Source: an optimization exercise on an open RTL-to-GDS flow (aim: small area and a short achievable clock period). Production flows keep margins and buffers that such runs may drop.
Function was checked by simulation only, so behaviour that the tests miss may differ from the original.

===== design/flow/config.mk =====
export PLATFORM = sky130hd
export DESIGN_NAME = FPU
export DESIGN_NICKNAME = FPU
export VERILOG_FILES = /design/flow/design.v
export SDC_FILE = /design/flow/constraint.sdc
export NUM_CORES = 4
export LEC_CHECK = 0
export CAP_MARGIN = 20
export CORE_MARGIN = 2
export CORE_UTILIZATION = 40
export SLEW_MARGIN = 20

===== design/flow/constraint.sdc =====
create_clock -name core_clock -period 37.0 [get_ports {clk}]
set_input_delay 7.4000 -clock core_clock [delete_from_list [all_inputs] [get_ports {clk}]]
set_output_delay 7.4000 -clock core_clock [all_outputs]
set_load 0.01 [all_outputs]

===== design/flow/design.v =====
module FPU_normalize (
    input [24:0] src,
    output [22:0] result,
    output [4:0] shifted
);
wire [24:0] layer_0 = src;
wire [24:0] layer_1 = layer_0[24:9]  == 0 ? { layer_0[8:0], 16'd0 } : layer_0;
wire [24:0] layer_2 = layer_1[24:17] == 0 ? { layer_1[16:0], 8'd0 } : layer_1;
wire [24:0] layer_3 = layer_2[24:21] == 0 ? { layer_2[20:0], 4'd0 } : layer_2;
wire [24:0] layer_4 = layer_3[24:23] == 0 ? { layer_3[22:0], 2'd0 } : layer_3;
wire [22:0] layer_5 = layer_4[24]    == 0 ? layer_4[22:0] : layer_4[23:1];
assign result = layer_5;
assign shifted = { layer_0[24:9] == 0, layer_1[24:17] == 0, layer_2[24:21] == 0, layer_3[24:23] == 0, layer_4[24] == 0 };
endmodule
module FPU_CAL (clk, s1, s2, s3, A, B, sel, round_mode, error, over_flow, Y);
input clk, s1, s2, s3;
input [31:0] A, B;
input [1:0] sel;
input round_mode;
output error, over_flow;
output [31:15] Y;
localparam [30:0] INF = 31'b11111111_00000000000000000000000;
wire is_add = ~sel[1];
wire is_mul = sel == 2'b10;
wire is_div = sel == 2'b11;
wire S1 = A[31], S2 = B[31];
wire [7:0] E1 = A[30:23], E2 = B[30:23];
wire [22:0] M1 = A[22:0], M2 = B[22:0];
wire [23:0] X = {1'b1, M1};
wire [23:0] Yb = {1'b1, M2};
reg [26:0] SR, CR;	 
reg cin_r;		 
reg [10:0] QV, QM;	 
reg abig_r;
function [31:0] csa_s(input [31:0] a, input [31:0] b, input [31:0] c);
	csa_s = a ^ b ^ c;
endfunction
function [31:0] csa_c(input [31:0] a, input [31:0] b, input [31:0] c);
	csa_c = {(a[30:0] & b[30:0]) | (a[30:0] & c[30:0]) | (b[30:0] & c[30:0]), 1'b0};
endfunction
function [30:0] bk_gen31(input [30:0] g, input [30:0] p);
	reg [30:0] G, P;
	integer s, i;
	begin
		G = g;
		P = p;
		for (s = 1; s < 31; s = s * 2)
			for (i = 2 * s - 1; i < 31; i = i + 2 * s) begin
				G[i] = G[i] | (P[i] & G[i - s]);
				P[i] = P[i] & P[i - s];
			end
		for (s = 8; s >= 1; s = s / 2)
			for (i = 3 * s - 1; i < 31; i = i + 2 * s) begin
				G[i] = G[i] | (P[i] & G[i - s]);
				P[i] = P[i] & P[i - s];
			end
		bk_gen31 = G;
	end
endfunction
wire [5:0] chunk = s1 ? Yb[5:0] : s2 ? Yb[11:6] : s3 ? Yb[17:12] : Yb[23:18];
wire [5:0] mb = chunk & {6{is_mul}};
wire [31:0] pp0 = mb[0] ? {8'b0, X}      : 32'b0;
wire [31:0] pp1 = mb[1] ? {7'b0, X, 1'b0} : 32'b0;
wire [31:0] pp2 = mb[2] ? {6'b0, X, 2'b0} : 32'b0;
wire [31:0] pp3 = mb[3] ? {5'b0, X, 3'b0} : 32'b0;
wire [31:0] pp4 = mb[4] ? {4'b0, X, 4'b0} : 32'b0;
wire [31:0] pp5 = mb[5] ? {3'b0, X, 5'b0} : 32'b0;
wire [31:0] TS = {7'b0, SR[24:0]};
wire [31:0] TC = {7'b0, CR[24:0]};
wire tcin = cin_r;
wire [31:0] sa = csa_s(pp0, pp1, pp2);
wire [31:0] ca = csa_c(pp0, pp1, pp2) | {31'b0, tcin};
wire [31:0] sb = csa_s(pp3, pp4, pp5);
wire [31:0] cb = csa_c(pp3, pp4, pp5);
wire [31:0] sc = csa_s(TS, TC, sa);
wire [31:0] cc = csa_c(TS, TC, sa);
wire [31:0] sd = csa_s(ca, sb, cb);
wire [31:0] cd = csa_c(ca, sb, cb);
wire [31:0] se = csa_s(sc, cc, sd);
wire [31:0] ce = csa_c(sc, cc, sd);
wire [31:0] MS = csa_s(se, ce, cd);
wire [31:0] MC = csa_c(se, ce, cd);
wire [6:0] low = MS[5:0] + MC[5:0];
wire [30:0] Rp = MS[30:0] ^ MC[30:0];
wire [30:0] Rg = bk_gen31(MS[30:0] & MC[30:0], Rp);
wire [30:0] R = Rp ^ {Rg[29:0], 1'b0};
localparam [55:0] T2  = {7'd23, 7'd21, 7'd19, 7'd18, 7'd16, 7'd15, 7'd14, 7'd12};
localparam [55:0] T1  = {7'd7, 7'd6, 7'd6, 7'd6, 7'd5, 7'd4, 7'd4, 7'd3};
localparam [55:0] T0  = {7'd119, 7'd120, 7'd121, 7'd121, 7'd122, 7'd122, 7'd122, 7'd123};
localparam [55:0] TN1 = {7'd104, 7'd106, 7'd107, 7'd108, 7'd110, 7'd112, 7'd113, 7'd115};
function [2:0] srt4_sel(input [6:0] est, input [2:0] di);
	reg signed [6:0] e;
	reg signed [6:0] m2, m1, m0, mn1;
	begin
		e = est;
		m2  = T2[di*7 +: 7];
		m1  = T1[di*7 +: 7];
		m0  = T0[di*7 +: 7];
		mn1 = TN1[di*7 +: 7];
		if (e >= m2)       srt4_sel = 3'b011;
		else if (e >= m1)  srt4_sel = 3'b001;
		else if (e >= m0)  srt4_sel = 3'b000;
		else if (e >= mn1) srt4_sel = 3'b101;
		else               srt4_sel = 3'b111;
	end
endfunction
function [52:0] srt4_row(input [26:0] S4, input [26:0] C4, input [23:0] D);
	reg [6:0] est;
	reg [2:0] q;
	reg [26:0] mlt, ad;
	reg [24:0] Sn, Cn;
	begin
		est = S4[26:20] + C4[26:20];
		q = srt4_sel(est, D[22:20]);
		mlt = q[1] ? {2'b00, D, 1'b0} : {3'b000, D};
		ad = ~q[0] ? 27'b0 : (q[2] ? mlt : ~mlt);
		Sn = S4[24:0] ^ C4[24:0] ^ ad[24:0];
		Cn = {(S4[23:0] & C4[23:0]) | (S4[23:0] & ad[23:0]) | (C4[23:0] & ad[23:0]), q[0] & ~q[2]};
		srt4_row = {q, Sn, Cn};
	end
endfunction
wire [26:0] dS0 = {SR[24:0], 2'b00} | {3'b000, X & {24{s1}}};
wire [26:0] dC0 = {CR[24:0], 2'b00};
wire [52:0] st1 = srt4_row(dS0, dC0, Yb);
wire [52:0] st2 = srt4_row({st1[49:25], 2'b00}, {st1[24:0], 2'b00}, Yb);
wire [4:0] qa = ~st1[50] ? 5'd0 : st1[52] ? (st1[51] ? 5'd24 : 5'd28) : (st1[51] ? 5'd8 : 5'd4);
wire [4:0] qb = ~st2[50] ? 5'd0 : st2[52] ? (st2[51] ? 5'd30 : 5'd31) : (st2[51] ? 5'd2 : 5'd1);
wire [4:0] v = qa + qb;
wire [4:0] vm1 = v - 5'd1;
wire qsel0 = ~v[4];			 
wire qsel1 = ~v[4] & (v != 5'd0);	 
wire [6:0] qv0 = s1 ? 7'd0 : QV[6:0];
wire [6:0] qm0 = s1 ? 7'h7f : QM[6:0];
wire abig = A[30:0] > B[30:0];
wire [7:0] Eb = abig ? E1 : E2;
wire [7:0] Es = abig ? E2 : E1;
wire [22:0] Mb = abig ? M1 : M2;
wire [22:0] Ms = abig ? M2 : M1;
wire [7:0] shamt = Eb - Es;
wire [24:0] sml = {2'b01, Ms} >> shamt;
wire eff_sub = S1 ^ S2 ^ sel[0];
always @(posedge clk) begin
	if (~(s1 | s2 | s3)) begin
		SR <= 27'b0;
		CR <= 27'b0;
		cin_r <= 1'b0;
	end
	else if (is_mul) begin
		SR <= {2'b00, MS[30:6]};
		CR <= {2'b00, MC[30:6]};
		cin_r <= low[6];
	end
	else if (is_div) begin
		SR <= {2'b00, st2[49:25]};
		CR <= {2'b00, st2[24:0]};
		cin_r <= 1'b0;
	end
	else if (s1) begin
		SR <= {4'b0001, Mb};
		CR <= {2'b00, eff_sub ? ~sml : sml};
		cin_r <= eff_sub;
	end
	else begin
		SR <= {2'b00, R[24:0]};
		CR <= 27'b0;
		cin_r <= 1'b0;
	end
	QV <= {qsel0 ? qv0 : qm0, v[3:0]};
	QM <= {qsel1 ? qv0 : qm0, vm1[3:0]};
	if (s1) abig_r <= abig;
end
wire [24:0] M_sum = SR[24:0];
wire [22:0] nres;
wire [4:0] shifted;
FPU_normalize fpu_normalize(M_sum, nres, shifted);
wire [7:0] Emax = abig_r ? E1 : E2;
wire S_add = S1 ^ (~abig_r & eff_sub);
wire [8:0] E_add = {1'b0, Emax} - shifted + 1'b1;
wire add_zero = (M_sum == 25'b0) || ({1'b0, Emax} < {4'b0, shifted});
wire add_nan = (A[30:0] == INF) && (B[30:0] == INF) && eff_sub;
wire P47 = R[29];
wire [9:0] Em = {2'b0, E1} + {2'b0, E2} - 10'd127;
wire [8:0] Em0 = Em[8:0];
wire [8:0] Em1 = Em0 + 9'd1;
wire [7:0] m_mul = P47 ? R[28:21] : R[27:20];
wire [1:0] r_mul = P47 ? R[21:20] : R[20:19];
wire mul_nan = ((E1 == 8'b0) && (B[30:0] == INF)) || ((A[30:0] == INF) && (E2 == 8'b0));
wire mul_inf = (A[30:0] == INF) || (B[30:0] == INF);
wire mul_zero = (E1 == 8'b0) || (E2 == 8'b0) || Em[9];
wire [30:0] Wp = {6'b0, SR[24:0] ^ CR[24:0]};
wire [30:0] Wg = bk_gen31({6'b0, SR[24:0] & CR[24:0]}, Wp);
wire neg = Wp[24] ^ Wg[23];
wire [10:0] Q10 = neg ? QM : QV;
wire [8:0] Ed1 = {1'b0, E1} - {1'b0, E2} + 9'd127;	 
wire [8:0] Ed0 = Ed1 - 9'd1;				 
wire [7:0] m_div = Q10[10] ? Q10[9:2] : Q10[8:1];
wire [1:0] r_div = Q10[10] ? Q10[2:1] : Q10[1:0];
wire div_nan = ((A[30:0] == INF) && (B[30:0] == INF)) || ((E1 == 8'b0) && (E2 == 8'b0));
wire div_inf = (E2 == 8'b0);
wire div_zero = (E1 <= E2 - 8'b0111_1111);
wire sp_nan  = is_add ? add_nan : is_mul ? mul_nan : div_nan;
wire sp_inf  = ~is_add & (is_mul ? mul_inf : div_inf);
wire sp_zero = is_add ? add_zero : (is_mul ? mul_zero : div_zero);
wire [8:0] Ec0 = is_add ? E_add : is_mul ? Em0 : Ed0;
wire [8:0] Ec1 = is_add ? E_add : is_mul ? Em1 : Ed1;
wire ovf0 = Ec0 >= 9'd255, ovf1 = Ec1 >= 9'd255;
wire zr0 = ~is_add & (Ec0 == 9'd0), zr1 = ~is_add & (Ec1 == 9'd0);
wire late = is_mul ? P47 : Q10[10];
wire [7:0] Ef = late ? Ec1[7:0] : Ec0[7:0];
wire e_ovf = late ? ovf1 : ovf0;
wire e_zero = late ? zr1 : zr0;
wire S_md = S1 ^ S2;
wire sgn = is_add ? S_add : S_md;
wire [7:0] mant = is_add ? nres[22:15] : is_mul ? m_mul : m_div;
wire [1:0] rbits = is_add ? M_sum[15:14] : is_mul ? r_mul : r_div;
wire rnd = (rbits == 2'b11) & ~round_mode;
wire [7:0] mant_i = {mant[7] ^ (&mant[6:0]), mant[6] ^ (&mant[5:0]), mant[5] ^ (&mant[4:0]),
		mant[4] ^ (&mant[3:0]), mant[3] ^ (&mant[2:0]), mant[2] ^ (&mant[1:0]),
		mant[1] ^ mant[0], ~mant[0]};
wire [7:0] mant_r = rnd ? mant_i : mant;
reg [31:15] Yo;
reg err_o, ovf_o;
always @(*) begin
	err_o = 1'b0;
	ovf_o = 1'b0;
	Yo = {sgn, Ef, mant_r};
	if (sp_nan) begin
		Yo = 17'h0ff80; err_o = 1'b1;
	end else if (sp_inf) begin
		Yo = {sgn, 8'hff, 8'h00}; ovf_o = 1'b1;
	end else if (sp_zero) begin
		Yo = {sgn & ~is_add, 16'b0};
	end else if (e_ovf) begin
		Yo = {sgn, 8'hff, 8'h00}; ovf_o = 1'b1;
	end else if (e_zero) begin
		Yo = {sgn, 16'b0};
	end
end
assign Y = Yo;
assign error = err_o;
assign over_flow = ovf_o;
endmodule
module FPU(clk, reset, A, B, sel, round_mode, start, error, over_flow, Y);
input clk, reset;
input [31:0] A, B;
input [1:0] sel;
input round_mode, start;
output error, over_flow;
output [31:0] Y;
reg s1, s2, s3, s4;
always @(posedge clk, negedge reset) begin
	if (~reset) {s1, s2, s3, s4} <= 4'b0;
	else        {s1, s2, s3, s4} <= {start, s1, s2, s3};
end
reg [31:0] A_r, B_r;
reg [1:0] sel_r;
reg rnd_r;
wire [31:15] Y_n;
wire error_n, over_flow_n;
always @(posedge clk) begin
	if (start) begin
		A_r <= A;
		B_r <= B;
		sel_r <= sel;
		rnd_r <= round_mode;
	end
	else if (s4) begin
		A_r[31:15] <= Y_n;
		B_r[1:0] <= {error_n, over_flow_n};
	end
end
FPU_CAL fpu_cal(clk, s1, s2, s3, A_r, B_r, sel_r, rnd_r, error_n, over_flow_n, Y_n);
assign Y = {A_r[31:15], 15'b0};
assign error = B_r[1];
assign over_flow = B_r[0];
endmodule

===== design/flow/flow/run.sh =====
#!/bin/bash
# Layout flow: the standard synthesis, then a polarity pass over the mapped
# netlist (flow/polarity.py: full adders are self-dual, so their polarity is
# chosen to need as few inverters as possible; registers are untouched), then
# the standard ORFS floorplan/place/CTS/route/finish with the timing repair steps
# asked for a 28.3 ns setup margin at the design's 37 ns clock (paths of about
# 8.7 ns). The SDC and the clock period are unchanged.
set -euo pipefail
RES=$PWD/orfs/results/sky130hd/FPU/base
bash standard.sh $RES/1_2_yosys.v > synth.log 2>&1
cp $RES/1_2_yosys.v $RES/1_2_yosys_std.v
python3 flow/polarity.py $RES/1_2_yosys_std.v $RES/1_2_yosys.v > polarity.log 2>&1
bash standard.sh SETUP_SLACK_MARGIN=28.3 TNS_END_PERCENT=100 finish > layout.log 2>&1

===== design/flow/flow/polarity.py =====
#!/usr/bin/env python3
"""Re-assign the polarity of full-adder cells in a mapped sky130 netlist to remove
inverters. A full adder is self-dual (FA(~a,~b,~c) = ~FA(a,b,c) for SUM and COUT),
so a cell may take complemented inputs and give complemented outputs. All
inverters (except those driving module ports) are dissolved, each load is
traced to its true source and polarity, FA polarities are chosen greedily to
minimize the number of inverters that must be rebuilt, and inverters are
re-created only where needed. Registers and all other cells are unchanged.
usage: polarity.py in.v out.v"""
import re, sys
from collections import defaultdict

src = open(sys.argv[1]).read()
m = re.search(r'(module\s+\w+\s*\(.*?\);)(.*?)(endmodule)', src, re.S)
head, body = m.group(1), m.group(2)
cell_re = re.compile(r'^\s*(sky130_fd_sc_hd__\w+)\s+(\S+)\s*\((.*?)\);\s*$', re.S | re.M)
pin_re = re.compile(r'\.(\w+)\(\s*(.*?)\s*\)(?=\s*,|\s*$)', re.S)
decls = []
cells = []
pos = 0
first_cell = None
for cm in cell_re.finditer(body):
    if first_cell is None:
        first_cell = cm.start()
    typ, name, pins = cm.group(1), cm.group(2), cm.group(3)
    pl = [(p, n.strip()) for p, n in pin_re.findall(pins)]
    cells.append([typ, name, pl])
decl_text = body[:first_cell]
tail_text = body[cell_re.finditer(body).__iter__().__next__().start():]  # unused
OUTS = {'X', 'Y', 'Q', 'Q_N', 'SUM', 'COUT', 'HI', 'LO'}
ports_out = set()
for dm in re.finditer(r'^\s*output\s+(\[[^\]]*\]\s*)?(\S+);', decl_text, re.M):
    rng, nm = dm.group(1), dm.group(2)
    if rng:
        hi, lo = map(int, re.findall(r'-?\d+', rng))
        for i in range(min(hi, lo), max(hi, lo) + 1):
            ports_out.add(f'{nm}[{i}]')
    ports_out.add(nm)

def is_inv(t):
    return re.match(r'sky130_fd_sc_hd__(clk)?inv_\d+$', t) is not None
def is_fa(t):
    return re.match(r'sky130_fd_sc_hd__fa_\d+$', t) is not None

driver = {}
for ci, (t, n, pl) in enumerate(cells):
    for p, net in pl:
        if p in OUTS:
            driver[net] = (ci, p)
# inverters that are kept: those driving a module output port
fixed = set()
for ci, (t, n, pl) in enumerate(cells):
    if is_inv(t):
        y = dict(pl)['Y']
        if y in ports_out:
            fixed.add(ci)

def resolve(net):
    """true source net and inversion of a net, looking through removable inverters"""
    k = 0
    seen = 0
    while net in driver and is_inv(cells[driver[net][0]][0]) and driver[net][0] not in fixed:
        net = dict(cells[driver[net][0]][2])['A']
        k ^= 1
        seen += 1
        if seen > 100:
            raise SystemExit('inverter loop')
    return net, k

# loads: (cell index, pin) -> (source net, k)
loads = []
for ci, (t, n, pl) in enumerate(cells):
    if is_inv(t) and ci not in fixed:
        continue
    for p, net in pl:
        if p in OUTS or not net or net.startswith("1'") :
            continue
        s, k = resolve(net)
        loads.append((ci, p, s, k))
by_src = defaultdict(list)
for L in loads:
    by_src[L[2]].append(L)
fa_cells = [ci for ci, c in enumerate(cells) if is_fa(c[0])]
flip = defaultdict(int)
def src_flip(s):
    d = driver.get(s)
    return flip[d[0]] if d and is_fa(cells[d[0]][0]) else 0
def cost(s):
    fs = src_flip(s)
    for (ci, p, _, k) in by_src[s]:
        if k ^ (flip[ci] if is_fa(cells[ci][0]) else 0) ^ fs:
            return 1
    return 0
def touched(ci):
    ss = set()
    for p, net in cells[ci][2]:
        if p in OUTS:
            ss.add(net)
        else:
            ss.add(resolve(net)[0])
    return ss
before = sum(cost(s) for s in by_src)
improved = True
passes = 0
while improved and passes < 50:
    improved = False
    passes += 1
    for ci in fa_cells:
        ss = touched(ci)
        c0 = sum(cost(s) for s in ss)
        flip[ci] ^= 1
        c1 = sum(cost(s) for s in ss)
        if c1 < c0:
            improved = True
        else:
            flip[ci] ^= 1
after = sum(cost(s) for s in by_src)
n_inv_orig = sum(1 for c in cells if is_inv(c[0]))
sys.stderr.write(f'inverters: {n_inv_orig} originally ({len(fixed)} kept); needed {before} before flips, {after} after {passes} passes\n')

# rebuild
invnet = {}
new_cells = []
new_wires = []
cnt = [0]
def inv_of(s):
    if s not in invnet:
        cnt[0] += 1
        nn = f'_polinv{cnt[0]}_'
        invnet[s] = nn
        new_wires.append(nn)
        new_cells.append(['sky130_fd_sc_hd__inv_1', f'_polinvc{cnt[0]}_', [('A', s), ('Y', nn)]])
    return invnet[s]
out_cells = []
for ci, (t, n, pl) in enumerate(cells):
    if is_inv(t) and ci not in fixed:
        continue
    f = flip[ci] if is_fa(t) else 0
    npl = []
    for p, net in pl:
        if p in OUTS or not net or net.startswith("1'"):
            npl.append((p, net))
            continue
        s, k = resolve(net)
        need = k ^ f ^ src_flip(s)
        npl.append((p, inv_of(s) if need else s))
    out_cells.append([t, n, npl])
def fmt(c):
    t, n, pl = c
    esc = lambda x: x + ' ' if x.startswith('\\') else x
    return f'  {t} {esc(n)} (\n' + ',\n'.join(f'    .{p}({esc(net)})' for p, net in pl) + '\n  );\n'
out = head + decl_text + ''.join(f'  wire {w};\n' for w in new_wires) + ''.join(fmt(c) for c in out_cells + new_cells) + 'endmodule\n'
open(sys.argv[2], 'w').write(src[:m.start()] + out + src[m.end():])

===== design/flow/standard.sh =====
#!/bin/bash
# synth_recipe.tcl (not shown) runs the flow's synth.tcl, then flattens the netlist and writes it again
# the make line also repeats each setting of config.mk as NAME=value (left out here)
make -C /OpenROAD-flow-scripts/flow DESIGN_CONFIG=/design/flow/config.mk WORK_HOME=/design/flow/orfs CLKGATE_MAP_FILE= SYNTH_SCRIPT=/design/flow/synth_recipe.tcl "${@:-finish}"

==> results of run 1 <==
## registers in the layout, summed over array words and instances, names as in the netlist
signal and count:
fpu_cal.QM 11, A_r 32, sel_r 2, fpu_cal.abig_r 1, rnd_r 1, s2 1, s4 1, B_r 32
fpu_cal.QV 11, fpu_cal.SR 25, s1 1, fpu_cal.cin_r 1, fpu_cal.CR 25, s3 1
## cell type report
class                   count  area [µm²]  share of cell area [%]
clock buffers              21         504                    1.92
inverters                 211         806                    3.08
repair buffers            239        2310                    8.81
flip-flops and latches    145        3610                    13.8
multi-input cells        2081       17900                    68.5
well taps                 756         946                    3.61
diodes                      1        2.50                 0.00955
clock inverters            11        85.1                   0.325
## stage by stage
stage	setup WS, ns	hold slack, ns	util [%]
6_report	28.23	0.499	46.6
5_1_grt	28.01	0.519	46.6
4_1_cts	28.21	0.502	45.5
3_5_place_dp	26.82	0.496	43.0
3_3_place_gp	26.95	0.480	43.0
2_1_floorplan	28.42	0.407	-
## timing repair
| action | in CTS | in global routing |
|---|---|---|
| setup buffers | 48 | 41 |
| endpoints found under the setup margin | 97 | 78 |
| gates cloned | 2 | 4 |
| gates resized for setup | 129 | 82 |
| pin swaps | 12 | 46 |
## routing by layer
layer  share of wire [%]  vias up  wire, µm  global-route usage [%]
li1                    -     9255         -                       -
met1                  38    10600     36600                    41.4
met2                  42     1491     40300                    47.8
met3                  13      353     13000                    9.72
met4                 6.6        4      6360                    18.0
met5               0.022        -        21                       0
## how the worst max path moves through the flow
stage	slack [ns]	endpoint	cells past startpoint
final	28.23	A_r[22]$_DFFE_PP_	36
after global routing	28.01	A_r[22]$_DFFE_PP_	38
after CTS	28.21	A_r[22]$_DFFE_PP_	36
after detailed placement	26.82	A_r[22]$_DFFE_PP_	37
after global placement	26.95	A_r[22]$_DFFE_PP_	37
after floorplan	28.42	fpu_cal.QM[10]$_DFF_P_	36
## critical path, delay by kind of cell (launching register included)
kind	cells	cell delay, ns
adders and majority gates	7	3.05
AOI/OAI and AO/OA	17	3.14
DFF	1	0.55
buffers and inverters	2	0.29
xor gates and xnor gates	2	0.46
and+or+nand+nor	8	1.01
==> results.ini, run 1 <==
[outcome]
status=complete, no violations

[placement]
gp_congestion=0.985
hpwlAfterDp_mm=69.9
place_area_um2=24200
place_inst=3337
portBuffers=88

[global_routing]
grt_pass1_vias=21100
grt_overflow_total=0
track_usage_pct=32.1
grt_max_degree=58
antenna_found_initial=6
grt_pass1_wl_mm=139

[sta]
skew_ns=0.0121
rsz0062_at_grt=yes
clock.fmax_ghz=0.114
setup_viol=0
fin_crit_ns=8.77
maxSlewViolCount=0
period_share_pct=23.7
worstMarginPinSlew_ns=1.30
relSlewSlack_pct=13.4
hold_violations=0
fin_setup_tns_ns=0

[drt]
drtIter0Drc=2870
drt_pass1_iterations=8
remaining_drc_errors=0
ant_nets=0
vias_per_cell=6.26
drt_wl_total_mm=96.2
vias=21700
routedWlPerCell_um=27.8

[worst_hold_path]
min_to=fpu_cal.QV[4]$_DFF_P_
hold_path.class=reg -> reg
hp-start=fpu_cal.QV[0]$_DFF_P_
hold_path_depth=1

[worst_setup_path]
r2r-end=A_r[22]$_DFFE_PP_
path_class=reg -> reg
start_kind=flop
crit_top_cell=fa_1
r2r_cells=36
reg2reg_slack_ns=28.23
critPathRequiredTime_ns=37.21
crit_start=B_r[12]$_DFFE_PP_
cp-end-kind=flop
crit_fanout=7
max_stage_delay_ns=0.57
arrival_ns=8.98
crit_slowest_cell=fa_1
crit-reg2reg-launch=B_r[12]$_DFFE_PP_

[logic_synthesis]
avgSynthCellArea_um2=8.67
syn_area_um2=22600
postSynthCellCount=2613
ys_warn_count=2

[clock_network]
clockBufferDepth=2
clock-sinks=145
holdBufCountCts=0
cts_tree=built
clkLatencyLatePin_ns=0.47
cts.clk_slew.worst_paths_ns=0.07
htreeDepth=4
root_buffer=clkbuf_16
cts-buffers-inserted=17

[cells_and_area]
drive_above_1_share_pct=13.2
fillers=5354
final_common_cell=nand2_1
fin_area_um2=26200
nets=3176
instances_no_fill=3465
layout_common_cells=nand2_1 (236), inv_1 (203), fa_1 (202), ha_1 (202)
area_delta_synth_final_pct=15.7

[die]
rows=87
initial_core_util_pct=40.3
core_um2=56200
fp.dieH_um=242
io_pins=104
die_w_um=242
dieArea_um2=58500

[job]
drv_cap=0

==> inputs of run 2 (changes only) <==
--- a/design/flow/flow/run.sh
+++ b/design/flow/flow/run.sh
@@ -4,9 +4,9 @@
 # chosen to need as few inverters as possible; registers are untouched), then
 # the standard ORFS floorplan/place/CTS/route/finish with the timing repair steps
-# asked for a 28.3 ns setup margin at the design's 37 ns clock (paths of about
+# asked for a 28.3 ns setup margin at the design's 37 ns clock (ABC area mapping; paths of about
 # 8.7 ns). The SDC and the clock period are unchanged.
 set -euo pipefail
 RES=$PWD/orfs/results/sky130hd/FPU/base
-bash standard.sh $RES/1_2_yosys.v > synth.log 2>&1
+bash standard.sh ABC_AREA=1 $RES/1_2_yosys.v > synth.log 2>&1
 cp $RES/1_2_yosys.v $RES/1_2_yosys_std.v
 python3 flow/polarity.py $RES/1_2_yosys_std.v $RES/1_2_yosys.v > polarity.log 2>&1
==> run 2 against run 1 <==
Net effect: still clean on timing, DRC and antenna; clock skew rose by 0.010 ns; global-route usage rose by 1.2 points; hold slack improved by 0.019 ns; first-iteration DRC count rose by 4.3%; count of clock-buffer cells in the layout fell by 2; cell count rose by 17%; via count rose by 8.7%.
==> results.ini, run 2 <==
[worst_setup_path]
r2r-end=A_r[19]$_DFFE_PP_
critical_path.top_delay_family=flip-flops
crit-reg2reg-launch=s1$_DFF_PN0_
arrival_ns=1.30
worst-path-stages=1
start_kind=flop
crit_start=A_r[29]$_DFFE_PP_
path_class=reg -> out
reg2reg_slack_ns=28.64
path_buf_inv=1
crit_end=Y[29]
max_stage_delay_ns=0.51
r2r_cells=52
crit_slowest_cell=edfxtp_1
critPathRequiredTime_ns=29.60
crit_fanout=2
path_cells=clkdlybuf4s15_1
cp-end-kind=output pin

[clock_network]
cts-buffers-inserted=17
htreeDepth=4
root_buffer=clkbuf_16
cts.clk_slew.worst_paths_ns=0.07
clock-sinks=145
cts_tree=built
clockBufferDepth=2
holdBufCountCts=0
clkLatencyLatePin_ns=0.52

[die]
die_w_um=242
initial_core_util_pct=40.3
rows=87
fp.dieH_um=242
dieArea_um2=58700
core_um2=56300
io_pins=104

[sta]
hold_violations=0
skew_ns=0.0225
setup_viol=0
rsz0062_at_grt=yes
maxSlewViolCount=0
relSlewSlack_pct=23.1
worstMarginPinSlew_ns=1.15
fin_ws_ns=28.30
fin_setup_tns_ns=0
period_share_pct=23.5
clock.fmax_ghz=0.115
fin_crit_ns=8.70

[drt]
routedWlPerCell_um=24.6
ant_nets=0
drtIter0Drc=2993
drt_pass1_iterations=10
vias_per_cell=5.84
drt_wl_total_mm=99.5
remaining_drc_errors=0
vias=23600

[cells_and_area]
reg.largest.list=A_r: 32 flops, B_r: 32 flops
area_delta_synth_final_pct=14.8
layout_common_cells=nand2_1 (671), inv_1 (390), nor2_1 (262), nand3_1 (246), o21ai_0 (236)
nets=3750
fillers=5784
drive_above_1_share_pct=10.4
multi_input_area_um2=17100
final_common_cell=nand2_1
final-seq-area_um2=3600

[global_routing]
track_usage_pct=33.3
grt_pass1_vias=21900
antenna_found_initial=3
grt_overflow_total=0
grt_pass1_wl_mm=144
grt_max_degree=95

[outcome]
status=complete, no violations

[job]
drv_cap=0

[logic_synthesis]
ys_warn_count=2
postSynthCellCount=3161
syn_area_um2=22700
avgSynthCellArea_um2=7.18

[placement]
gp_congestion=1.05
place_ws_ns=26.11
hpwlAfterDp_mm=72.2
portBuffers=88

[worst_hold_path]
hold_path.class=reg -> reg

-- run 2: cell type report --
cell class	count	share of cell area [%]
inverter	405	6.04
sequential	145	13.8
clock buffer	19	1.66
multi-input combinational	2470	65.7
tap	756	3.63
timing repair buffer	228	8.52
antenna	2	0.0192
timing repair inverter	2	0.0528
clock inverter	13	0.499
-- run 2: timing repair --
item / CTS / global route
cloned: 10 / 3
resized for setup: 113 / 66
endpoints found under the setup margin: 121 / 101
pin swaps: 9 / 30
setup buffers: 51 / 45
-- run 2: metrics by stage --
step	util (%)	std cells	hold WS, ns	instance area [µm²]
after detailed placement	42.7	3897	0.512	24000
after floorplan	-	3175	0.389	22800
after global routing	46.3	4038	0.552	26100
after CTS	45.2	3990	0.527	25400
final	46.3	4040	0.518	26100
after global placement	42.7	3897	0.504	24000
-- run 2: how the worst min path moves through the flow --
stage / from / end / slack [ns] / cells after the start
finish: fpu_cal.QV[5]$_DFF_P_ / fpu_cal.QM[9]$_DFF_P_ / 0.52 / 2
global route: fpu_cal.QV[5]$_DFF_P_ / fpu_cal.QM[9]$_DFF_P_ / 0.55 / 2
CTS: fpu_cal.QV[5]$_DFF_P_ / fpu_cal.QM[9]$_DFF_P_ / 0.53 / 2
detailed placement: fpu_cal.QV[2]$_DFF_P_ / fpu_cal.QV[6]$_DFF_P_ / 0.51 / 2
global placement: fpu_cal.QV[2]$_DFF_P_ / fpu_cal.QM[6]$_DFF_P_ / 0.50 / 2
floorplan: s3$_DFF_PN0_ / s4$_DFF_PN0_ / 0.39 / 0
-- run 2: per-layer routing --
layer | global-route usage, % | vias to the layer above | routed length (µm)
met5 | 0 | - | 33
met3 | 10.8 | 383 | 13200
met4 | 19.9 | 4 | 7460
li1 | - | 10600 | -
met1 | 43.5 | 11000 | 38700
met2 | 47.9 | 1583 | 40200
==> inputs of run 3 (changes only) <==
--- a/design/flow/design.v
+++ b/design/flow/design.v
@@ -67,19 +67,15 @@
 wire [31:0] pp5 = mb[5] ? {3'b0, X, 5'b0} : 32'b0;
 wire [31:0] TS = {7'b0, SR[24:0]};
-wire [31:0] TC = {7'b0, CR[24:0]};
-wire tcin = cin_r;
-wire [31:0] sa = csa_s(pp0, pp1, pp2);
-wire [31:0] ca = csa_c(pp0, pp1, pp2) | {31'b0, tcin};
+wire [31:0] pp0x = pp0 | {7'b0, CR[24:0]};
+wire [31:0] sa = csa_s(pp0x, pp1, pp2);
+wire [31:0] ca = csa_c(pp0x, pp1, pp2) | {31'b0, cin_r};
 wire [31:0] sb = csa_s(pp3, pp4, pp5);
 wire [31:0] cb = csa_c(pp3, pp4, pp5);
-wire [31:0] sc = csa_s(TS, TC, sa);
-wire [31:0] cc = csa_c(TS, TC, sa);
-wire [31:0] sd = csa_s(ca, sb, cb);
-wire [31:0] cd = csa_c(ca, sb, cb);
-wire [31:0] se = csa_s(sc, cc, sd);
-wire [31:0] ce = csa_c(sc, cc, sd);
-wire [31:0] MS = csa_s(se, ce, cd);
-wire [31:0] MC = csa_c(se, ce, cd);
-wire [6:0] low = MS[5:0] + MC[5:0];
+wire [31:0] sc = csa_s(TS, sa, ca);
+wire [31:0] cc = csa_c(TS, sa, ca);
+wire [31:0] sd = csa_s(sb, cb, sc);
+wire [31:0] cd = csa_c(sb, cb, sc);
+wire [31:0] MS = csa_s(cc, sd, cd);
+wire [31:0] MC = csa_c(cc, sd, cd);
 wire [30:0] Rp = MS[30:0] ^ MC[30:0];
 wire [30:0] Rg = bk_gen31(MS[30:0] & MC[30:0], Rp);
@@ -138,5 +134,5 @@
 wire [22:0] Ms = abig ? M2 : M1;
 wire [7:0] shamt = Eb - Es;
-wire [24:0] sml = {2'b01, Ms} >> shamt;
+wire [24:0] sml = (shamt[7:5] != 3'b0) ? 25'b0 : {2'b01, Ms} >> shamt[4:0];
 wire eff_sub = S1 ^ S2 ^ sel[0];
 always @(posedge clk) begin
@@ -147,7 +143,7 @@
 	end
 	else if (is_mul) begin
-		SR <= {2'b00, MS[30:6]};
-		CR <= {2'b00, MC[30:6]};
-		cin_r <= low[6];
+		SR <= {2'b00, R[30:6]};
+		CR <= 27'b0;
+		cin_r <= 1'b0;
 	end
 	else if (is_div) begin
@@ -176,22 +172,16 @@
 wire [7:0] Emax = abig_r ? E1 : E2;
 wire S_add = S1 ^ (~abig_r & eff_sub);
-wire [8:0] E_add = {1'b0, Emax} - shifted + 1'b1;
 wire add_zero = (M_sum == 25'b0) || ({1'b0, Emax} < {4'b0, shifted});
 wire add_nan = (A[30:0] == INF) && (B[30:0] == INF) && eff_sub;
 wire P47 = R[29];
-wire [9:0] Em = {2'b0, E1} + {2'b0, E2} - 10'd127;
-wire [8:0] Em0 = Em[8:0];
-wire [8:0] Em1 = Em0 + 9'd1;
 wire [7:0] m_mul = P47 ? R[28:21] : R[27:20];
 wire [1:0] r_mul = P47 ? R[21:20] : R[20:19];
 wire mul_nan = ((E1 == 8'b0) && (B[30:0] == INF)) || ((A[30:0] == INF) && (E2 == 8'b0));
 wire mul_inf = (A[30:0] == INF) || (B[30:0] == INF);
-wire mul_zero = (E1 == 8'b0) || (E2 == 8'b0) || Em[9];
+wire mul_zero = (E1 == 8'b0) || (E2 == 8'b0) || Ec[9];	 
 wire [30:0] Wp = {6'b0, SR[24:0] ^ CR[24:0]};
 wire [30:0] Wg = bk_gen31({6'b0, SR[24:0] & CR[24:0]}, Wp);
 wire neg = Wp[24] ^ Wg[23];
 wire [10:0] Q10 = neg ? QM : QV;
-wire [8:0] Ed1 = {1'b0, E1} - {1'b0, E2} + 9'd127;	 
-wire [8:0] Ed0 = Ed1 - 9'd1;				 
 wire [7:0] m_div = Q10[10] ? Q10[9:2] : Q10[8:1];
 wire [1:0] r_div = Q10[10] ? Q10[2:1] : Q10[1:0];
@@ -202,10 +192,16 @@
 wire sp_inf  = ~is_add & (is_mul ? mul_inf : div_inf);
 wire sp_zero = is_add ? add_zero : (is_mul ? mul_zero : div_zero);
-wire [8:0] Ec0 = is_add ? E_add : is_mul ? Em0 : Ed0;
-wire [8:0] Ec1 = is_add ? E_add : is_mul ? Em1 : Ed1;
-wire ovf0 = Ec0 >= 9'd255, ovf1 = Ec1 >= 9'd255;
-wire zr0 = ~is_add & (Ec0 == 9'd0), zr1 = ~is_add & (Ec1 == 9'd0);
-wire late = is_mul ? P47 : Q10[10];
-wire [7:0] Ef = late ? Ec1[7:0] : Ec0[7:0];
+wire [9:0] eA = {2'b0, is_add ? Emax : E1};
+wire [9:0] eB = is_add ? {5'b11111, ~shifted} : is_mul ? {2'b0, E2} : ~{2'b0, E2};
+wire [9:0] eK = is_add ? 10'd2 : is_mul ? 10'h381 : 10'd127;
+wire [9:0] Ec = eA + eB + eK;
+wire [8:0] Ec0 = Ec[8:0];
+wire [7:0] Ec1 = Ec0[7:0] + 8'd1;
+wire ovf0 = Ec0 >= 9'd255;
+wire ovf1 = (Ec0 >= 9'd254) & (Ec0 != 9'd511);
+wire zr0 = ~is_add & (Ec0 == 9'd0);
+wire zr1 = ~is_add & (Ec0 == 9'd511);
+wire late = ~is_add & (is_mul ? P47 : Q10[10]);
+wire [7:0] Ef = late ? Ec1 : Ec0[7:0];
 wire e_ovf = late ? ovf1 : ovf0;
 wire e_zero = late ? zr1 : zr0;
==> design/flow/flow/run.sh (replaced) <==
#!/bin/bash
# Layout flow: the standard synthesis (ABC area script, set in config.mk),
# then a polarity pass over the mapped netlist (flow/polarity.py: full adders
# are self-dual, so their polarity is chosen to need as few inverters as
# possible; registers are untouched), then the standard ORFS floorplan, place,
# CTS, route and finish with the timing repair steps asked for a 28.3 ns setup
# margin at the design's 37 ns clock (paths of about 8.7 ns). The SDC and the
# clock period are unchanged. Logs: synth.log, polarity.log, layout.log and
# ORFS's per-step logs under orfs/logs.
set -euo pipefail
RES=$PWD/orfs/results/sky130hd/FPU/base
bash standard.sh $RES/1_2_yosys.v > synth.log 2>&1
cp $RES/1_2_yosys.v $RES/1_2_yosys_std.v
python3 flow/polarity.py $RES/1_2_yosys_std.v $RES/1_2_yosys.v > polarity.log 2>&1
bash standard.sh SETUP_SLACK_MARGIN=28.3 TNS_END_PERCENT=100 finish > layout.log 2>&1
--- a/design/flow/config.mk
+++ b/design/flow/config.mk
@@ -6,4 +6,5 @@
 export NUM_CORES = 4
 export LEC_CHECK = 0
+export ABC_AREA = 1
 export CAP_MARGIN = 20
 export CORE_MARGIN = 2
==> run 3 against run 2 <==
Net effect: still clean on timing, DRC and antenna; maximum frequency barely moved; global-route usage rose by 0.23 points; area after synthesis fell by 5.4%; register-to-register slack got worse by 0.04 ns; largest cell class unchanged.
==> results.ini, run 3 <==
[clock_network]
clockBufferDepth=2
cts_tree=built
root_buffer=clkbuf_16
cts-buffers-inserted=17
clkLatencyLatePin_ns=0.49
htreeDepth=4
cts.clk_slew.worst_paths_ns=0.07
clock-sinks=145
holdBufCountCts=0

[worst_setup_path]
path_cells=dlygate4sd2_1
crit_start=A_r[18]$_DFFE_PP_
critical_path.top_delay_family=flip-flops
start_kind=flop
path_buf_inv=1
cp-end-kind=output pin
crit_slowest_cell=edfxtp_1
path_class=reg -> out
crit-reg2reg-launch=s1$_DFF_PN0_
r2r_cells=37
critPathRequiredTime_ns=29.60
max_stage_delay_ns=0.48
arrival_ns=1.30
crit_fanout=2
worst-path-stages=1
reg2reg_slack_ns=28.60
r2r-end=fpu_cal.SR[8]$_SDFF_PP0_
crit_end=Y[18]

[global_routing]
grt_overflow_total=0
track_usage_pct=33.6
grt_pass1_wl_mm=139
grt_max_degree=77
grt_pass1_vias=22000
antenna_found_initial=4

[sta]
fin_setup_tns_ns=0
hold_violations=0
maxSlewViolCount=0
rsz0062_at_grt=yes
fin_crit_ns=8.70
skew_ns=0.0101
period_share_pct=23.5
setup_viol=0
worstMarginPinSlew_ns=1.17
relSlewSlack_pct=22.1
clock.fmax_ghz=0.115

[placement]
gp_congestion=1.04
place_area_um2=22800
place_inst=3751
hpwlAfterDp_mm=72.8
portBuffers=88

[cells_and_area]
layout_common_cells=nand2_1 (767), inv_1 (394), nand3_1 (271), o21ai_0 (210), nor2_1 (209)
multi_input_area_um2=16400
instances_no_fill=3915
final-seq-area_um2=3600
drive_above_1_share_pct=10.4
nets=3649
post-route-util_pct=47.6
area_delta_synth_final_pct=17.2
final_common_cell=nand2_1
reg.largest.list=A_r: 32 flops, B_r: 32 flops
fillers=5427
fin_area_um2=25200

[logic_synthesis]
avgSynthCellArea_um2=6.98
ys_warn_count=2
postSynthCellCount=3079
syn_area_um2=21500

[drt]
ant_nets=0
remaining_drc_errors=0
met3_length_mm=10.0
routedWlPerCell_um=24.5
vias_per_cell=5.88
vias=23000
highest_layer=met5
drtIter0Drc=3004
wl_met1_mm=38.5
drt_pass1_iterations=7
drt_wl_total_mm=96.0
routed-wl-met2_mm=41.8

[job]
drv_cap=0

[die]
rows=84
initial_core_util_pct=40.6
die_w_um=236
io_pins=104
fp.dieH_um=236
dieArea_um2=55600
core_um2=52900

[worst_hold_path]
hold_path.class=reg -> reg

[outcome]
status=complete, no violations

run 3: through the flow:
step                      hold slack, ns  setup slack (ns)
after floorplan                    0.381             28.65
after global placement             0.457             25.64
after detailed placement           0.448             25.28
after CTS                          0.476             28.30
after global routing               0.511             28.26
final                              0.504             28.30
run 3: layout make-up:
type / instances / share of cell area (%)
diodes: 1 / 0.00994
clock buffers: 17 / 1.69
clock inverters: 15 / 0.725
inverters: 408 / 6.25
multi-input cells: 2409 / 64.9
flip-flops and latches: 145 / 14.3
well taps: 688 / 3.42
repair buffers: 229 / 8.60
repair inverters: 3 / 0.0696
run 3: routing by layer:
| metal | global-route usage, % | vias up |
|---|---|---|
| met2 | 53.1 | 1416 |
| met1 | 43.6 | 10900 |
| li1 | - | 10300 |
| met5 | 0 | - |
| met4 | 16.3 | 6 |
| met3 | 7.06 | 312 |
run 3: timing repair:
| action | in CTS | in global routing |
|---|---|---|
| buffers inserted | 57 | 54 |
| pin swaps | 15 | 36 |
| setup endpoints to repair | 126 | 78 |
| gates cloned | 14 | 6 |
| gates resized for setup | 111 | 56 |
run 3: how the worst min path moves through the flow:
stage	endpoint	depth (start not counted)	from	slack, ns
2_1_floorplan	s2$_DFF_PN0_	0	s1$_DFF_PN0_	0.38
3_3_place_gp	s4$_DFF_PN0_	0	s3$_DFF_PN0_	0.46
3_5_place_dp	s3$_DFF_PN0_	0	s2$_DFF_PN0_	0.45
4_1_cts	s4$_DFF_PN0_	0	s3$_DFF_PN0_	0.48
5_1_grt	s4$_DFF_PN0_	0	s3$_DFF_PN0_	0.51
6_report	s4$_DFF_PN0_	0	s3$_DFF_PN0_	0.50
==> inputs of run 4 (changes only) <==
==> design/flow/flow/run.sh (replaced) <==
#!/bin/bash
# Layout flow: the standard synthesis (ABC area script, set in config.mk),
# then a polarity pass over the mapped netlist (flow/polarity.py: full adders
# are self-dual, so their polarity is chosen to need as few inverters as
# possible; registers are untouched), then the standard ORFS floorplan, place,
# CTS, route and finish with the timing repair steps asked for a 28.5 ns setup
# margin at the design's 37 ns clock (paths of about 8.5 ns); ports are buffered with buf_2. The SDC and the
# clock period are unchanged. Logs: synth.log, polarity.log, layout.log and
# ORFS's per-step logs under orfs/logs.
set -euo pipefail
RES=$PWD/orfs/results/sky130hd/FPU/base
bash standard.sh $RES/1_2_yosys.v > synth.log 2>&1
cp $RES/1_2_yosys.v $RES/1_2_yosys_std.v
python3 flow/polarity.py $RES/1_2_yosys_std.v $RES/1_2_yosys.v > polarity.log 2>&1
bash standard.sh SETUP_SLACK_MARGIN=28.5 "BUFFER_PORTS_ARGS=-buffer_cell sky130_fd_sc_hd__buf_2" TNS_END_PERCENT=100 finish > layout.log 2>&1
==> run 4 against run 3 <==
Net effect: first-iteration DRC count up 1.0%; largest cell class unchanged; cell count increased by 0.18%; utilization decreased by 0.58 points; maximum frequency grew 1.3%; routed wire length grew 2.5%; still clean; hold slack lost 0.029 ns; count of clock-buffer cells in the layout increased by 2; area after synthesis unchanged.
==> results.ini, run 4 <==
[sta]
hold_violations=0
fin_ws_ns=28.41
maxSlewViolCount=0
fin_setup_tns_ns=0
fin_crit_ns=8.59
setup_viol=0
worstMarginPinSlew_ns=1.07
period_share_pct=23.2
whs_ns=0.475
relSlewSlack_pct=28.4
clock.fmax_ghz=0.116
skew_ns=0.0237
rsz0062_at_grt=yes

[logic_synthesis]
postSynthCellCount=3079
avgSynthCellArea_um2=6.98
syn_area_um2=21500
ys_warn_count=2

[placement]
hpwlAfterDp_mm=73.9
place_inst=3753
gp_congestion=1.03
place_ws_ns=25.59
place_area_um2=22300
portBuffers=88

[die]
core_um2=52900
initial_core_util_pct=40.6
rows=84
die_w_um=236
dieArea_um2=55600
io_pins=104
fp.dieH_um=236

[cells_and_area]
reg.largest.list=A_r: 32 flops, B_r: 32 flops
nets=3657
final_common_cell=nand2_1
fin_area_um2=24900
area_delta_synth_final_pct=15.8
layout_common_cells=nand2_1 (767), inv_1 (397), nand3_1 (270), o21ai_0 (212), nor2_1 (210)
instances_no_fill=3922
insertedDiodeCount=0
drive_above_1_share_pct=13.6

[global_routing]
grt_max_degree=59
grt_pass1_wl_mm=142
track_usage_pct=34.4
grt_pass1_vias=22500
antenna_found_initial=3
grt_overflow_total=0

[outcome]
status=complete, no violations

[worst_hold_path]
hold_path_depth=0
hold_path.class=reg -> reg
min_to=s4$_DFF_PN0_
hp-start=s3$_DFF_PN0_

[clock_network]
clock-sinks=145
clkLatencyLatePin_ns=0.49
htreeDepth=4
cts-buffers-inserted=17
root_buffer=clkbuf_16
cts_tree=built
cts.clk_slew.worst_paths_ns=0.09
clockBufferDepth=2

[drt]
routedWlPerCell_um=25.1
drt_pass1_iterations=10
ant_nets=0
remaining_drc_errors=0
vias=23400
vias_per_cell=5.96
drt_wl_total_mm=98.3
drtIter0Drc=3034

[worst_setup_path]
path_class=reg -> out
r2r-end=fpu_cal.SR[10]$_SDFF_PP0_
crit-reg2reg-launch=A_r[22]$_DFFE_PP_
crit_fanout=2
cp-end-kind=output pin
critPathRequiredTime_ns=29.60
reg2reg_slack_ns=28.71
arrival_ns=1.19
start_kind=flop
r2r_cells=38

[job]
drv_cap=0

==> run 4: worst max path at each step <==
stage / end / slack (ns) / from / depth (start not counted)
2_1_floorplan: A_r[15]$_DFFE_PP_ / 28.65 / start / 2
3_3_place_gp: fpu_cal.QM[10]$_DFF_P_ / 25.84 / A_r[20]$_DFFE_PP_ / 39
3_5_place_dp: fpu_cal.QM[5]$_DFF_P_ / 25.59 / A_r[20]$_DFFE_PP_ / 39
4_1_cts: Y[30] / 28.43 / A_r[30]$_DFFE_PP_ / 1
5_1_grt: Y[22] / 28.42 / A_r[22]$_DFFE_PP_ / 2
6_report: Y[22] / 28.41 / A_r[22]$_DFFE_PP_ / 2
==> run 4: layout make-up <==
type                       count  area (µm²)
clock inverter                13         125
fill                        5387       28000
inverter                     408        1570
timing repair buffer         237        1820
timing repair inverter         3        17.5
sequential                   145        3600
tap                          688         861
multi-input combinational   2409       16400
clock buffer                  19         454
==> run 4: repair_timing <==
action / in CTS / in global routing
endpoints found under the hold margin: 0 / 0
buffers inserted: 53 / 64
cloned: 13 / 7
hold buffers: 0 / 0
endpoints found under the setup margin: 106 / 96
resized for setup: 105 / 51
pin swaps: 17 / 35
==> run 4: critical path, stage by stage, from the launching register on <==
cell,delay [ns]
edfxtp_1,0.44
buf_6,0.16
buf_6,0.11
==> run 4: stage by stage <==
stage | utilization (%)
2_1_floorplan | -
3_3_place_gp | 42.3
3_5_place_dp | 42.3
4_1_cts | 45.4
5_1_grt | 47.1
6_report | 47.1
==> run 4: metal layers <==
layer	up-vias	track usage [%]	routed length [µm]
met3	371	7.14	11300
li1	10400	-	-
met5	-	0	13
met2	1584	52.2	41500
met4	2	18.4	6720
met1	11100	45.9	38800
==> inputs of run 5 (changes only) <==
--- a/design/flow/design.v
+++ b/design/flow/design.v
@@ -13,5 +13,5 @@
 assign shifted = { layer_0[24:9] == 0, layer_1[24:17] == 0, layer_2[24:21] == 0, layer_3[24:23] == 0, layer_4[24] == 0 };
 endmodule
-module FPU_CAL (clk, s1, s2, s3, A, B, sel, round_mode, error, over_flow, Y);
+module FPU_CAL (clk, s1, s2, s3, A, B, sel, round_mode, error, over_flow, Y, q_we, q_n);
 input clk, s1, s2, s3;
 input [31:0] A, B;
@@ -20,4 +20,6 @@
 output error, over_flow;
 output [31:15] Y;
+output q_we;		 
+output [21:0] q_n;
 localparam [30:0] INF = 31'b11111111_00000000000000000000000;
 wire is_add = ~sel[1];
@@ -31,6 +33,8 @@
 reg [26:0] SR, CR;	 
 reg cin_r;		 
-reg [10:0] QV, QM;	 
+wire [10:0] QV = A[21:11];
+wire [10:0] QM = A[10:0];
 reg abig_r;
+reg am_zero;	 
 function [31:0] csa_s(input [31:0] a, input [31:0] b, input [31:0] c);
 	csa_s = a ^ b ^ c;
@@ -128,4 +132,6 @@
 wire [6:0] qv0 = s1 ? 7'd0 : QV[6:0];
 wire [6:0] qm0 = s1 ? 7'h7f : QM[6:0];
+assign q_we = is_div & (s1 | s2 | s3);
+assign q_n = {qsel0 ? qv0 : qm0, v[3:0], qsel1 ? qv0 : qm0, vm1[3:0]};
 wire abig = A[30:0] > B[30:0];
 wire [7:0] Eb = abig ? E1 : E2;
@@ -162,8 +168,10 @@
 		cin_r <= 1'b0;
 	end
-	QV <= {qsel0 ? qv0 : qm0, v[3:0]};
-	QM <= {qsel1 ? qv0 : qm0, vm1[3:0]};
-	if (s1) abig_r <= abig;
-end
+	if (s1) begin
+		abig_r <= abig;
+		am_zero <= (M1 == 23'b0);
+	end
+end
+wire A_inf = (E1 == 8'hff) & am_zero;
 wire [24:0] M_sum = SR[24:0];
 wire [22:0] nres;
@@ -173,18 +181,16 @@
 wire S_add = S1 ^ (~abig_r & eff_sub);
 wire add_zero = (M_sum == 25'b0) || ({1'b0, Emax} < {4'b0, shifted});
-wire add_nan = (A[30:0] == INF) && (B[30:0] == INF) && eff_sub;
+wire add_nan = A_inf && (B[30:0] == INF) && eff_sub;
 wire P47 = R[29];
 wire [7:0] m_mul = P47 ? R[28:21] : R[27:20];
 wire [1:0] r_mul = P47 ? R[21:20] : R[20:19];
-wire mul_nan = ((E1 == 8'b0) && (B[30:0] == INF)) || ((A[30:0] == INF) && (E2 == 8'b0));
-wire mul_inf = (A[30:0] == INF) || (B[30:0] == INF);
+wire mul_nan = ((E1 == 8'b0) && (B[30:0] == INF)) || (A_inf && (E2 == 8'b0));
+wire mul_inf = A_inf || (B[30:0] == INF);
 wire mul_zero = (E1 == 8'b0) || (E2 == 8'b0) || Ec[9];	 
-wire [30:0] Wp = {6'b0, SR[24:0] ^ CR[24:0]};
-wire [30:0] Wg = bk_gen31({6'b0, SR[24:0] & CR[24:0]}, Wp);
-wire neg = Wp[24] ^ Wg[23];
+wire neg = R[24];
 wire [10:0] Q10 = neg ? QM : QV;
 wire [7:0] m_div = Q10[10] ? Q10[9:2] : Q10[8:1];
 wire [1:0] r_div = Q10[10] ? Q10[2:1] : Q10[1:0];
-wire div_nan = ((A[30:0] == INF) && (B[30:0] == INF)) || ((E1 == 8'b0) && (E2 == 8'b0));
+wire div_nan = (A_inf && (B[30:0] == INF)) || ((E1 == 8'b0) && (E2 == 8'b0));
 wire div_inf = (E2 == 8'b0);
 wire div_zero = (E1 <= E2 - 8'b0111_1111);
@@ -254,10 +260,11 @@
 wire [31:15] Y_n;
 wire error_n, over_flow_n;
+wire q_we;
+wire [21:0] q_n;
+wire busy = s1 | s2 | s3;
 always @(posedge clk) begin
 	if (start) begin
-		A_r <= A;
-		B_r <= B;
-		sel_r <= sel;
-		rnd_r <= round_mode;
+		A_r[31:15] <= A[31:15];
+		B_r[1:0] <= B[1:0];
 	end
 	else if (s4) begin
@@ -265,6 +272,18 @@
 		B_r[1:0] <= {error_n, over_flow_n};
 	end
-end
-FPU_CAL fpu_cal(clk, s1, s2, s3, A_r, B_r, sel_r, rnd_r, error_n, over_flow_n, Y_n);
+	else if (q_we) begin
+		A_r[21:15] <= q_n[21:15];
+	end
+	if (~busy) begin
+		A_r[14:0] <= A[14:0];
+		B_r[31:2] <= B[31:2];
+		sel_r <= sel;
+		rnd_r <= round_mode;
+	end
+	else if (q_we) begin
+		A_r[14:0] <= q_n[14:0];
+	end
+end
+FPU_CAL fpu_cal(clk, s1, s2, s3, A_r, B_r, sel_r, rnd_r, error_n, over_flow_n, Y_n, q_we, q_n);
 assign Y = {A_r[31:15], 15'b0};
 assign error = B_r[1];
==> run 5 against run 4 <==
Net effect: still clean on timing, DRC and antenna; first-iteration DRC count is 7.5% lower; sequential share of layout area is 1.1 points lower; global-route usage rose by 1.5 points; design area decreased by 4.3%; maximum frequency grew 0.47%; count of clock-buffer cells in the layout down 1; routed wire length down 1.5%; via count fell by 3.2%; critical path type unchanged; critical endpoint is now over_flow; largest cell class unchanged.
==> results.ini, run 5 <==
[sta]
rsz0062_at_grt=yes
maxSlewViolCount=0
fin_setup_tns_ns=0
worstMarginPinSlew_ns=1.03
fin_crit_ns=8.54
relSlewSlack_pct=31.5
hold_violations=0
skew_ns=0.00952
whs_ns=0.512
period_share_pct=23.1
clock.fmax_ghz=0.117
setup_viol=0

[worst_setup_path]
cp-end-kind=output pin
path_cells=buf_12 -> buf_6
critPathRequiredTime_ns=29.60
r2r-end=A_r[16]$_DFFE_PP_
arrival_ns=1.14
crit_slowest_cell=edfxtp_1
reg2reg_slack_ns=28.70
r2r_cells=40
path_class=reg -> out
crit_fanout=2
crit-reg2reg-launch=B_r[7]$_DFFE_PP_
start_kind=flop
max_stage_delay_ns=0.41

[worst_hold_path]
hold_path_depth=0
hold_path.class=reg -> reg
min_to=s4$_DFF_PN0_
hp-start=s3$_DFF_PN0_

[cells_and_area]
nets=3522
area_delta_synth_final_pct=17.3
reg.largest.list=A_r: 32 flops, B_r: 32 flops
layout_common_cells=nand2_1 (736), inv_1 (337), nand3_1 (308), nor2_1 (246), o21ai_0 (206)
final_common_cell=nand2_1
drive_above_1_share_pct=13.9

[logic_synthesis]
syn_area_um2=20300
avgSynthCellArea_um2=6.84
ys_warn_count=2
postSynthCellCount=2969

[clock_network]
cts_tree=built
clockBufferDepth=2
clock-sinks=124
cts-buffers-inserted=17
cts.clk_slew.worst_paths_ns=0.07
root_buffer=clkbuf_16
htreeDepth=4
clkLatencyLatePin_ns=0.46

[global_routing]
track_usage_pct=35.9
grt_pass1_wl_mm=139
grt_pass1_vias=21400
grt_max_degree=64
grt_overflow_total=0
antenna_found_initial=5

[drt]
remaining_drc_errors=0
vias_per_cell=5.95
routedWlPerCell_um=25.5
drt_pass1_iterations=7
drtIter0Drc=2806
drt_wl_total_mm=96.8
ant_nets=0
vias=22600

[die]
initial_core_util_pct=40.5
io_pins=104
die_w_um=229
fp.dieH_um=229
core_um2=50200
dieArea_um2=52600
rows=82

[job]
drv_cap=0

[placement]
portBuffers=88
gp_congestion=1.03
hpwlAfterDp_mm=71.6

[outcome]
status=complete, no violations

-- run 5: through the flow --
stage	std cells	cell area (µm²)	utilization (%)	worst slack, ns
3_3_place_gp	3631	21200	42.3	26.31
5_1_grt	3796	23800	47.4	28.43
3_5_place_dp	3632	21300	42.4	26.34
4_1_cts	3743	23100	46.0	28.44
2_1_floorplan	2983	20400	-	28.54
6_report	3800	23800	47.4	28.46
-- run 5: final cells by class --
type                    instances  area (µm²)
fillers                      5074       26400
multi-input cells            2345       15500
flip-flops and latches        124        3190
repair buffers                262        2230
inverters                     361        1410
well taps                     672         841
clock buffers                  18         439
clock inverters                14         144
diodes                          4        10.0
-- run 5: how the worst max path moves through the flow --
stage	start	to	slack (ns)	depth (start not counted)
after floorplan	start	A_r[15]$_DFFE_PP_	28.54	4
after global placement	A_r[22]$_DFFE_PP_	fpu_cal.SR[20]$_SDFF_PP0_	26.31	41
after detailed placement	A_r[22]$_DFFE_PP_	fpu_cal.SR[20]$_SDFF_PP0_	26.34	41
after CTS	A_r[29]$_DFFE_PP_	Y[29]	28.44	1
after global routing	B_r[0]$_DFFE_PP_	over_flow	28.43	2
final	B_r[0]$_DFFE_PP_	over_flow	28.46	2
-- run 5: worst max-delay path, delay by kind of cell (launching register included) --
family | cells | cell delay [ns]
buf+inv | 2 | 0.27
flops | 1 | 0.41
-- run 5: metal layers --
metal | vias up | routed length (µm) | track usage [%] | part of all wire [%]
li1 | 9980 | - | - | -
met1 | 10700 | 36700 | 44.8 | 38
met2 | 1575 | 42600 | 56.1 | 44
met3 | 364 | 10600 | 8.54 | 11
met4 | 0 | 6970 | 21.9 | 7.2
met5 | - | 0 | 0 | 0
-- run 5: repair_timing --
| action | CTS | global route |
|---|---|---|
| buffers inserted | 69 | 49 |
| endpoints found under the setup margin | 105 | 86 |
| resized for setup | 116 | 85 |
| pin swaps | 14 | 31 |
| gates cloned | 10 | 4 |
| hold buffers | 0 | 0 |
==> inputs of run 6 (changes only) <==
--- a/design/flow/config.mk
+++ b/design/flow/config.mk
@@ -9,4 +9,4 @@
 export CAP_MARGIN = 20
 export CORE_MARGIN = 2
-export CORE_UTILIZATION = 40
+export CORE_UTILIZATION = 55
 export SLEW_MARGIN = 20
==> run 6 against run 5 <==
Net effect: still clean; die area down 27%; worst setup slack improved by 0.010 ns; global-route usage rose by 10 points; count of clock-buffer cells in the layout is 1 lower; critical path depth did not move; synthesized cell count stayed put; cell count down 5.6%.
==> results.ini, run 6 <==
[outcome]
status=complete, no violations

[clock_network]
clock-sinks=124
clkLatencyLatePin_ns=0.46
cts-buffers-inserted=17
root_buffer=clkbuf_16
cts_tree=built
htreeDepth=4
cts.clk_slew.worst_paths_ns=0.07
clockBufferDepth=2

[drt]
vias_per_cell=6.41
drtIter0Drc=3635
routedWlPerCell_um=25.2
drt_wl_total_mm=90.2
remaining_drc_errors=0
drt_pass1_iterations=10
vias=23000
ant_nets=0

[cells_and_area]
fillers=3337
instances_no_fill=3586
nets=3514
final_common_cell=nand2_1
drive_above_1_share_pct=14.6
fin_area_um2=23500
layout_common_cells=nand2_1 (728), inv_1 (338), nand3_1 (306), nor2_1 (245), o21ai_0 (195)
reg.largest.list=A_r: 32 flops, B_r: 32 flops
area_delta_synth_final_pct=16.0
post-route-util_pct=64.6

[worst_setup_path]
critPathRequiredTime_ns=29.60
start_kind=flop
reg2reg_slack_ns=28.64
crit-reg2reg-launch=s1$_DFF_PN0_
path_class=reg -> out
crit_start=A_r[20]$_DFFE_PP_
cp-end-kind=output pin
r2r-end=A_r[22]$_DFFE_PP_
crit_fanout=2
r2r_cells=44
arrival_ns=1.13

[logic_synthesis]
avgSynthCellArea_um2=6.84
syn_area_um2=20300
postSynthCellCount=2969
ys_warn_count=2

[die]
rows=70
initial_core_util_pct=55.7
die_w_um=196
fp.dieH_um=196
io_pins=104
core_um2=36400
dieArea_um2=38500

[worst_hold_path]
min_to=s4$_DFF_PN0_
hold_path_depth=0
hold_path.class=reg -> reg
hp-start=s3$_DFF_PN0_

[placement]
portBuffers=88
gp_congestion=1.05
hpwlAfterDp_mm=65.7
place_inst=3419
place_area_um2=20900

[global_routing]
grt_pass1_wl_mm=132
track_usage_pct=46.1
grt_pass1_vias=21400
grt_overflow_total=0
antenna_found_initial=1
grt_max_degree=64

[sta]
skew_ns=0.0203
relSlewSlack_pct=30.5
rsz0062_at_grt=yes
fin_setup_tns_ns=0
clock.fmax_ghz=0.117
maxSlewViolCount=0
fin_crit_ns=8.53
period_share_pct=23.1
setup_viol=0
hold_violations=0
worstMarginPinSlew_ns=1.04

[job]
drv_cap=0

[run 6: critical path, cell delays in order, from the launching register on]
cell,delay [ns]
edfxtp_1,0.42
buf_6,0.15
buf_6,0.11
[run 6: worst max-delay path by stage]
stage | endpoint | slack (ns) | cells after the start
global route | A_r[20]$_DFFE_PP_ | 28.44 | 45
floorplan | A_r[15]$_DFFE_PP_ | 28.54 | 4
CTS | Y[22] | 28.47 | 2
detailed placement | fpu_cal.SR[20]$_SDFF_PP0_ | 25.51 | 43
finish | Y[20] | 28.47 | 2
global placement | fpu_cal.SR[16]$_SDFF_PP0_ | 25.86 | 45
[run 6: final cells by class]
class                   count  area (µm²)  area share [%]
flip-flops and latches    124        3190            13.6
repair buffers            251        1970            8.39
repair inverters            3        17.5          0.0744
diodes                      2        5.00          0.0213
inverters                 361        1410            5.98
clock buffers              17         425            1.81
well taps                 468         586            2.49
clock inverters            15         166           0.707
multi-input cells        2345       15800            67.0
[run 6: timing repair]
| action | in CTS | in global routing |
|---|---|---|
| endpoints found under the setup margin | 96 | 75 |
| resized for setup | 114 | 136 |
| cloned | 9 | 5 |
| hold buffers | 0 | 0 |
| buffers inserted | 71 | 47 |
| pin swaps | 17 | 45 |
[run 6: per-stage QoR]
stage / hold slack, ns / worst slack [ns]
floorplan: 0.390 / 28.54
global placement: 0.463 / 25.86
detailed placement: 0.461 / 25.51
CTS: 0.492 / 28.47
global route: 0.521 / 28.44
finish: 0.510 / 28.47
[run 6: routing by layer]
layer	global-route usage, %	share of wire, %	wire length, µm
met5	0	0.051	46
met2	67.3	40	36500
met1	59.3	36	32800
met4	29.6	8.8	7950
met3	14.2	14	13000

==> static timing again, ports no longer ideal <==
The flow's constraints put no driver on any port. The routed layouts listed below were extracted and timed again, unchanged, in two steps.
Step 1 sets driving cells, clkbuf_16 on the clock port and buf_2 on the other inputs (assumed; they add their load-dependent delay and slew).
Step 2 moves the port delays by t, midway between the first and last clock arrival at a register: inputs arrive t later, outputs are due t later. That takes back most of the time a late clock gives input paths.
a / b / c = no drivers / after step 1 / after step 2; a / b = the first two.
| run | t, ns | setup slack, ns | hold WS [ns] | worst setup path at the end | worst data-port slew with drivers (ns) |
|---|---|---|---|---|---|
| run 1 | 0.528 | 28.234 / 28.234 / 27.886 | 0.499 / 0.499 / 0.499 | input to register | 0.08 |
| run 2 | 0.561 | 28.303 / 28.247 / 28.000 | 0.518 / 0.518 / 0.518 | input to register | 0.07 |
| run 3 | 0.538 | 28.300 / 28.246 / 27.945 | 0.504 / 0.504 / 0.504 | input to register | 0.06 |
| run 4 | 0.539 | 28.415 / 28.355 / 28.128 | 0.475 / 0.475 / 0.475 | input to register | 0.06 |
| run 5 | 0.518 | 28.455 / 28.395 / 28.080 | 0.512 / 0.512 / 0.512 | input to register | 0.04 |
| run 6 | 0.509 | 28.465 / 28.409 / 28.177 | 0.510 / 0.510 / 0.510 | input to register | 0.04 |
After both steps setup and hold are still met in every run listed. For run 5, which loses most, drivers alone change the setup slack by -0.060 ns; drivers and shift together by -0.375 ns.
